What follows belongs to an exercise in optimizing a design on an open flow for small area; a production flow would make more cautious choices.
RTL that was checked went through simulation tests only; none was proved equivalent to the original.
Power figures rest on the tool's default switching activity, not on a simulated workload.

## reflet_cpu
module reflet_cpu #(
    parameter wordsize = 16,
    debug_output = 1
    )(
    input clk,
    input reset,
    input enable,
    input [wordsize-1:0] data_in,
    output reg [wordsize-1:0] addr,
    output reg [wordsize-1:0] data_out,
    output write_en,
    output reg quit,  
    output debug,
    input [3:0] interrupt_request,
    output [wordsize-1:0] debug_wr
    );
    integer i;  
    function [wordsize-1:0] inc(input [wordsize-1:0] a);
        integer b;
        reg c;
        begin
            c = 1;
            for (b=0; b<wordsize; b=b+1)
            begin
                inc[b] = a[b] ^ c;
                c = c & a[b];
            end
        end
    endfunction
    function [wordsize-1:0] step(input [wordsize-1:0] a, input down);
        integer b;
        reg c;
        begin
            c = 1;
            for (b=0; b<wordsize; b=b+1)
            begin
                step[b] = a[b] ^ c;
                c = c & (a[b] ^ down);
            end
        end
    endfunction
    wire en = enable & !quit;
    wire [wordsize-1:0] registers [15:0];  
    wire [wordsize-1:0] wr = registers[4'h0  ];
    wire [wordsize-1:0] sr = registers[4'hD  ];
    wire [wordsize-1:0] pc = registers[4'hE  ];
    wire [wordsize-1:0] sp = registers[4'hF  ];
    reg [7:0] instruction;
    wire [3:0] opperand = instruction[7:4];
    wire [1:0] arg = instruction[1:0];
    wire [wordsize-1:0] other_register = registers[instruction[3:0]];
    localparam [3:0] ph_a = 4'd0, ph_b = 4'd1, ph_c = 4'd2, ph_d = 4'd3,
                     ph_e = 4'd4, ph_g = 4'd5, ph_h = 4'd6,
                     ph_f = 4'd8, ph_f2 = 4'd9, ph_f3 = 4'd10, ph_f4 = 4'd11, ph_f5 = 4'd12;
    reg [3:0] phase;
    reg mem_done;  
    wire iok = phase[3];
    wire in_h = phase == ph_h;
    wire in_g = phase == ph_g;
    wire in_f = phase == ph_f;
    wire fetch = (phase == ph_d && mem_done) || phase == ph_e;
    wire i_pop  = instruction == 8'hE3;
    wire i_push = instruction == 8'hE4;
    wire i_ret  = instruction == 8'hE2;
    wire i_call = instruction == 8'hE1;
  ...
Settings: LEC_CHECK=0, CAP_MARGIN=20, CORE_MARGIN=2, CORE_UTILIZATION=55, SETUP_SLACK_MARGIN=0.15, SLEW_MARGIN=20; clock period 8.0 ns.
standard.sh (not shown) runs the stock make flow with config.mk's settings and CLKGATE_MAP_FILE= SYNTH_SCRIPT=/design/flow/synth_recipe.tcl, a recipe that flattens the netlist after the stock synthesis.
==> flow/flow/run.sh <==
#!/bin/bash
# The standard layout (standard.sh), changed in three ways:
#  - synthesis is synth_recipe.tcl unchanged except that ABC maps the logic
#    with flow/abc.script, an area-oriented script (registers are mapped
#    before ABC runs, so they are the standard synthesis's);
#  - ports are buffered with sky130_fd_sc_hd__buf_1;
#    placement removes the synthesis buffers as usual;
#  - the clock tree is built with CTS_ARGS below, without dummy loads.
# make's output goes to run.log; each ORFS step keeps its own log under
# orfs/logs/.
set -euo pipefail
cd "$(dirname "$0")/.."
W=$PWD
cat > flow_synth.tcl <<EOT
proc abc {args} {
  set i [lsearch \$args -script]
  if {\$i >= 0} { lset args [expr {\$i + 1}] $W/flow/abc.script }
  yosys abc {*}\$args
}
source $W/synth_recipe.tcl
EOT
sed "s#SYNTH_SCRIPT=[^ ]*#SYNTH_SCRIPT=$W/flow_synth.tcl#" standard.sh > flow_standard.sh
grep -q "SYNTH_SCRIPT=$W/flow_synth.tcl" flow_standard.sh
export BUFFER_PORTS_ARGS="-buffer_cell sky130_fd_sc_hd__buf_1"
export CTS_ARGS="-sink_clustering_enable -repair_clock_nets -dont_use_dummy_load -buf_list sky130_fd_sc_hd__clkbuf_8 -sink_clustering_size 18 -sink_clustering_max_diameter 55"
bash flow_standard.sh > run.log 2>&1
==> flow/flow/abc.script <==
strash
dch
amap
strash
dch
amap
topo
stime -c
Next try:
--- a/flow/design.v
+++ b/flow/design.v
@@ -1,17 +1,18 @@
 module reflet_alu
     #(parameter wordsize = 16
     )(
     input [wordsize-1:0] working_register,
     input [wordsize-1:0] other_register,
     input [wordsize-1:0] status_register,
     input [7:0] instruction,
+    input atom_zero,  
     output [wordsize-1:0] out
     );
     wire [3:0] opperand = instruction[7:4];
     wire [wordsize-1:0] wr = working_register;
     wire [wordsize-1:0] oth = other_register;
     wire is_e = opperand == 4'hE;
     wire op_read = opperand == 4'h0;
     wire op_wr   = opperand == 4'h1 || opperand == 4'hC ||
                    (is_e && (instruction[3:0] == 4'h0 || instruction[3:0] == 4'h1 || instruction[3:0] == 4'h4 ||
                              instruction[3:0] == 4'h7 || instruction[3:0] == 4'h9)) ||
@@ -38,22 +39,23 @@
     genvar k;
     generate for (k=0; k<wordsize; k=k+1) begin : rev_in
         assign wr_rev[k] = wr[wordsize-1-k];
     end endgenerate
     wire big_shift = |oth[wordsize-1:$clog2(wordsize)];
     wire [wordsize-1:0] sh = ( op_lsr ? wr_rev : wr ) << oth[$clog2(wordsize)-1:0];
     wire [wordsize-1:0] sh_rev;
     generate for (k=0; k<wordsize; k=k+1) begin : rev_out
         assign sh_rev[k] = sh[wordsize-1-k];
     end endgenerate
-    wire cmp = (op_eq & cmp_eq) | (op_les & cmp_les) | (op_cmpnot & ~status_register[0]);
-    wire cmp_op = op_eq | op_les | op_cmpnot;
+    wire op_atom = instruction == 8'hEA;
+    wire cmp = (op_eq & cmp_eq) | (op_les & cmp_les) | (op_cmpnot & ~status_register[0]) | (op_atom & atom_zero);
+    wire cmp_op = op_eq | op_les | op_cmpnot | op_atom;
     wire [3:0] tt = ( {4{op_read}} & 4'b1010 ) |
                     ( {4{op_wr}}   & 4'b1100 ) |
                     ( {4{op_and}}  & 4'b1000 ) |
                     ( {4{op_or}}   & 4'b1110 ) |
                     ( {4{op_xor}}  & 4'b0110 ) |
                     ( {4{op_not}}  & 4'b0101 );
     wire [wordsize-1:0] bitwise;
     generate for (k=0; k<wordsize; k=k+1) begin : lut
         assign bitwise[k] = tt[{wr[k], oth[k]}];
     end endgenerate
@@ -73,21 +75,20 @@
     input enable,
     input [wordsize-1:0] data_in,
     output reg [wordsize-1:0] addr,
     output reg [wordsize-1:0] data_out,
     output write_en,
     output reg quit,  
     output debug,
     input [3:0] interrupt_request,
     output [wordsize-1:0] debug_wr
     );
-    integer i;  
     function [wordsize-1:0] inc(input [wordsize-1:0] a);
         integer b;
         reg c;
         begin
             c = 1;
             for (b=0; b<wordsize; b=b+1)
             begin
                 inc[b] = a[b] ^ c;
                 c = c & a[b];
             end
@@ -297,24 +298,25 @@
     wire [wordsize-1:0] getint_out = ( getint_valid ? routine : 0 );
     wire i_retint = instruction == 8'hEB;
     wire [wordsize-1:0] addr_memory_out = addr_memory[i_retint ? level[1:0] : arg];
     wire [wordsize-1:0] int_out = ( (i_retint && !level[2]) || op_getintstack ? addr_memory_out : 0 );
     wire [wordsize-1:0] alu_out;
     reflet_alu #(.wordsize(wordsize)) alu(
         .working_register(wr),
         .other_register(other_register),
         .status_register(sr),
         .instruction(instruction),
+        .atom_zero(atom_zero),
         .out(alu_out));
     wire [wordsize-1:0] mem_out = ( i_load || i_pop ? data_in_cpu :
                                   ( i_ret ? pc_inc :
-                                  ( i_atom ? {sr[wordsize-1:1], atom_zero} : 0 )));
+                                  0 ));
     wire [wordsize-1:0] content = alu_out | mem_out | int_out | getint_out;
     wire [3:0] index = ( opperand == 4'h1 ? instruction[3:0] :
                        ( opperand == 4'hA || opperand == 4'hB || instruction == 8'hE6 || i_atom ? 4'hD   :
                        ( i_ret || i_call || i_retint || (instruction == 8'hE0 && sr[0]) ? 4'hE   : 4'h0   )));
     wire write_back = en && in_h;
     wire write_reg = write_back && !new_int && !i_push && instruction != 8'hE8;
     always @ (posedge clk)
         if (!reset)
             quit <= 0;
         else if (write_back && !new_int && instruction == 8'hE8)
Global-route usage goes up by 2.0 points.
Wire length goes up by 4.4%.
Clock power is about the same.
Utilization goes up by 0.17 points.
Power goes down by about 3%.
Die area hardly moves.
Setup slack gains 0.0045 ns.
Cell area hardly moves.
No run of this note included a check of the RTL's function; only the layout flow was run.


## v6
Another version of the RTL of reflet_cpu (not shown whole).
Size in the first run: about 450 flip-flops, roughly 74 I/O pins.
Settings: LEC_CHECK=0, CAP_MARGIN=20, CORE_MARGIN=2, CORE_UTILIZATION=40, SLEW_MARGIN=20; clock period 8.0 ns.
run.sh (not shown) runs the stock make flow with config.mk's settings and CLKGATE_MAP_FILE= SYNTH_SCRIPT=/design/flow/synth_recipe.tcl, a recipe that flattens the netlist after the stock synthesis.
Stock flow here: none of the scripts above is used.
[inputs] v7 vs v6
--- a/flow/design.v
+++ b/flow/design.v
@@ -26,15 +26,23 @@
     wire op_lsr  = opperand == 4'h9;
     wire op_eq   = opperand == 4'hA;
     wire op_les  = opperand == 4'hB;
     wire op_cc2  = instruction == 8'hE5;
     wire op_cmpnot = instruction == 8'hE6;
     wire [wordsize-1:0] add_a = ( op_cc2 ? 0 : wr );
     wire [wordsize-1:0] add_b = ( op_cc2 ? ~wr : ( op_les ? ~oth : oth ) );
-    wire [wordsize:0] sum = add_a + add_b + (op_les | op_cc2);
+    wire [wordsize:0] carry;
+    wire [wordsize:0] sum;
+    assign carry[0] = op_les | op_cc2;
+    genvar j;
+    generate for (j=0; j<wordsize; j=j+1) begin : adder
+        assign sum[j] = add_a[j] ^ add_b[j] ^ carry[j];
+        assign carry[j+1] = (add_a[j] & add_b[j]) | (carry[j] & (add_a[j] ^ add_b[j]));
+    end endgenerate
+    assign sum[wordsize] = carry[wordsize];
     wire cmp_les = !sum[wordsize];
     wire [wordsize-1:0] x = wr ^ oth;
     wire cmp_eq = ~|x;
     wire [wordsize-1:0] wr_rev;
     genvar k;
     generate for (k=0; k<wordsize; k=k+1) begin : rev_in
         assign wr_rev[k] = wr[wordsize-1-k];
@@ -177,33 +185,26 @@
                                    ( i_push || i_call ? sp :
                                    ( i_atom ? wr : 0 ))));
     wire [wordsize-1:0] cpu_addr = ( iok ? mem_addr : pc );
     always @ (posedge clk)
         if (en && reset)
             addr <= cpu_addr;
     reg [wordsize-1:0] data_in_cpu;
-    reg atom_zero;
+    always @ (posedge clk)
+        if (en && (phase == ph_c || phase == ph_f3))
+            data_in_cpu <= ( cpu_addr[0] ? {8'h0, data_in[15:8]} :
+                           ( byte_access ? {8'h0, data_in[7:0]} : data_in ));
+    wire [wordsize-1:0] pc_inc = inc( i_ret ? data_in_cpu : pc );
     wire [wordsize-1:0] data_out_cpu = ( i_push || i_str ? wr :
                                        ( i_call ? pc :
                                        ( i_atom ? 1 : 0 )));
-    wire [wordsize-1:0] data_read = ( cpu_addr[0] ? {8'h0, data_in[15:8]} :
-                                    ( byte_access ? {8'h0, data_in[7:0]} : data_in ));
-    wire [wordsize-1:0] data_write = ( cpu_addr[0] ? {data_out_cpu[7:0], data_in[7:0]} :
-                                     ( byte_access ? {data_in[15:8], data_out_cpu[7:0]} : data_out_cpu ));
     always @ (posedge clk)
-        if (en && (phase == ph_c || phase == ph_f3))
-            data_in_cpu <= data_read;
-        else if (en && phase == ph_f4 && inst_write)
-            data_in_cpu <= data_write;
-    always @ (posedge clk)
-        if (en && phase == ph_f3)
-            atom_zero <= ~|data_read;
-    always @ (*)
-        data_out = data_in_cpu;
-    wire [wordsize-1:0] pc_inc = inc( i_ret ? data_in_cpu : pc );
+        if (en && phase == ph_f4 && inst_write)
+            data_out <= ( cpu_addr[0] ? {data_out_cpu[7:0], data_in[7:0]} :
+                        ( byte_access ? {data_in[15:8], data_out_cpu[7:0]} : data_out_cpu ));
     assign write_en = phase == ph_f5 || (in_g && i_atom);
     wire alignment_error = (phase == ph_f2 || phase == ph_f3 || phase == ph_f4 || phase == ph_f5) &&
                            |(addr[2:0] & {size_used == 2'd3, size_used[1], size_used != 2'd0});
     always @ (posedge clk)
         if (en && fetch)
             instruction <= data_in_cpu[7:0];
     reg old_softint, old_setintstack, old_getint;
@@ -301,15 +302,15 @@
         .working_register(wr),
         .other_register(other_register),
         .status_register(sr),
         .instruction(instruction),
         .out(alu_out));
     wire [wordsize-1:0] mem_out = ( i_load || i_pop ? data_in_cpu :
                                   ( i_ret ? pc_inc :
-                                  ( i_atom ? {sr[wordsize-1:1], atom_zero} : 0 )));
+                                  ( i_atom ? ( |data_in_cpu ? sr & ~1 : sr | 1 ) : 0 )));
     wire [wordsize-1:0] content = alu_out | mem_out | int_out | getint_out;
     wire [3:0] index = ( opperand == 4'h1 ? instruction[3:0] :
                        ( opperand == 4'hA || opperand == 4'hB || instruction == 8'hE6 || i_atom ? 4'hD   :
                        ( i_ret || i_call || i_retint || (instruction == 8'hE0 && sr[0]) ? 4'hE   : 4'h0   )));
     wire write_back = en && in_h;
     wire write_reg = write_back && !new_int && !i_push && instruction != 8'hE8;
     always @ (posedge clk)
==> results.txt <==
- v6 has completed all stages; timing, DRC and antenna checks passed.
- Status v7: flow complete, layout not clean - negative setup slack
- Register-to-register slack (lower): v7
- Startpoint of the most critical setup path: instruction[6]$_DFFE_PP_ -> v6, instruction[1]$_DFFE_PP_ -> v7
- For remaining antenna violation count, v7 and v6 come out practically identical.
- Largest net degree at the start of global routing sits lower in v7 than in v6.
- Of v7 and v6, v7 shows the lower critical-path maximum fanout, with v6 above it.
- Comparing v7 and v6, the lower cell area is on v6.
- Peak supply drop (v7 vs. v6) increases by a little under 10%
- Compared with v6, v7 shows non-clock buffer count that has gone up by more than half.


reflet_cpu, a different RTL version from the one above (not shown whole).
Size: about 2,000 cells after synthesis, about 74 I/O pins, about 22,000 µm² of cells after synthesis.
## reflet_cpu
module reflet_cpu #(
    parameter wordsize = 16,
    debug_output = 1
    )(
    input clk,
    input reset,
    input enable,
    input [wordsize-1:0] data_in,
    output reg [wordsize-1:0] addr,
    output reg [wordsize-1:0] data_out,
    output write_en,
    output reg quit,  
    output debug,
    input [3:0] interrupt_request,
    output [wordsize-1:0] debug_wr
    );
Settings: LEC_CHECK=0, CAP_MARGIN=20, CORE_MARGIN=2, CORE_UTILIZATION=55, SETUP_SLACK_MARGIN=0.15, SLEW_MARGIN=20; clock period 8.0 ns.
standard.sh (not shown) runs the stock make flow with config.mk's settings and CLKGATE_MAP_FILE= SYNTH_SCRIPT=/design/flow/synth_recipe.tcl, a recipe that flattens the netlist after the stock synthesis.
==> flow/flow/abc.script <==
strash
dch
amap
topo
stime -c
Scripts as last shown in full above: flow/flow/run.sh
Then changed:
--- a/flow/design.v
+++ b/flow/design.v
@@ -76,14 +76,15 @@
     output reg [wordsize-1:0] data_out,
     output write_en,
     output reg quit,  
     output debug,
     input [3:0] interrupt_request,
     output [wordsize-1:0] debug_wr
     );
+    integer i;  
     function [wordsize-1:0] inc(input [wordsize-1:0] a);
         integer b;
         reg c;
         begin
             c = 1;
             for (b=0; b<wordsize; b=b+1)
             begin
@@ -181,15 +182,17 @@
                                    ( i_atom ? wr : 0 ))));
     wire [wordsize-1:0] cpu_addr = ( iok ? mem_addr : pc );
     always @ (posedge clk)
         if (en && reset)
             addr <= cpu_addr;
     reg [wordsize-1:0] data_in_cpu;
     reg atom_zero;
-    wire [wordsize-1:0] data_out_cpu = ( i_call ? pc : ( i_atom ? 1 : wr ) );
+    wire [wordsize-1:0] data_out_cpu = ( i_push || i_str ? wr :
+                                       ( i_call ? pc :
+                                       ( i_atom ? 1 : 0 )));
     wire [wordsize-1:0] data_read = ( cpu_addr[0] ? {8'h0, data_in[15:8]} :
                                     ( byte_access ? {8'h0, data_in[7:0]} : data_in ));
     wire [wordsize-1:0] data_write = ( cpu_addr[0] ? {data_out_cpu[7:0], data_in[7:0]} :
                                      ( byte_access ? {data_in[15:8], data_out_cpu[7:0]} : data_out_cpu ));
     always @ (posedge clk)
         if (en && (phase == ph_c || phase == ph_f3))
             data_in_cpu <= data_read;
Utilization hardly moves.
Routed wire length falls by 1.8%.
Worst setup slack got worse by 0.056 ns.
Register-to-register slack got worse by 0.06 ns.
Non-clock buffer count rises by 6.
Design area rises by 0.37%.
No functional check of the RTL was part of the second run of this note.

## what the ideal ports hide
The flow's constraints put no driver on any port. The routed layouts listed below were extracted and timed again, unchanged, in two steps. Step 1, drivers: a clkbuf_16 drives clk and a buf_2 each remaining input, both assumed. Step 2, shift: input delay + t, output delay - t, t = (earliest + latest rising clock arrival at the registers) / 2. This alone moves slack from input paths to output paths. Slacks: ideal ports / drivers / drivers and shift; pairs: ideal ports / drivers.
run | t (ns) | setup slack, ns | worst hold slack (ns) | worst slew at a driven data input, ns
the first run of note 1 | 0.680 | 0.683 / 0.683 / 0.683 | 0.468 / 0.468 / 0.468 | 0.04
the second run of note 1 | 0.668 | 0.688 / 0.688 / 0.688 | 0.479 / 0.479 / 0.479 | 0.05
v6 | 0.673 | 1.249 / 1.249 / 1.249 | 0.545 / 0.545 / 0.545 | 0.04
v7 | 0.691 | -0.889 / -0.889 / -0.889 | 0.527 / 0.527 / 0.527 | 0.05
the first run of note 3 | 0.671 | 0.565 / 0.565 / 0.565 | 0.469 / 0.469 / 0.469 | 0.04
the second run of note 3 | 0.664 | 0.508 / 0.508 / 0.508 | 0.511 / 0.511 / 0.511 | 0.04
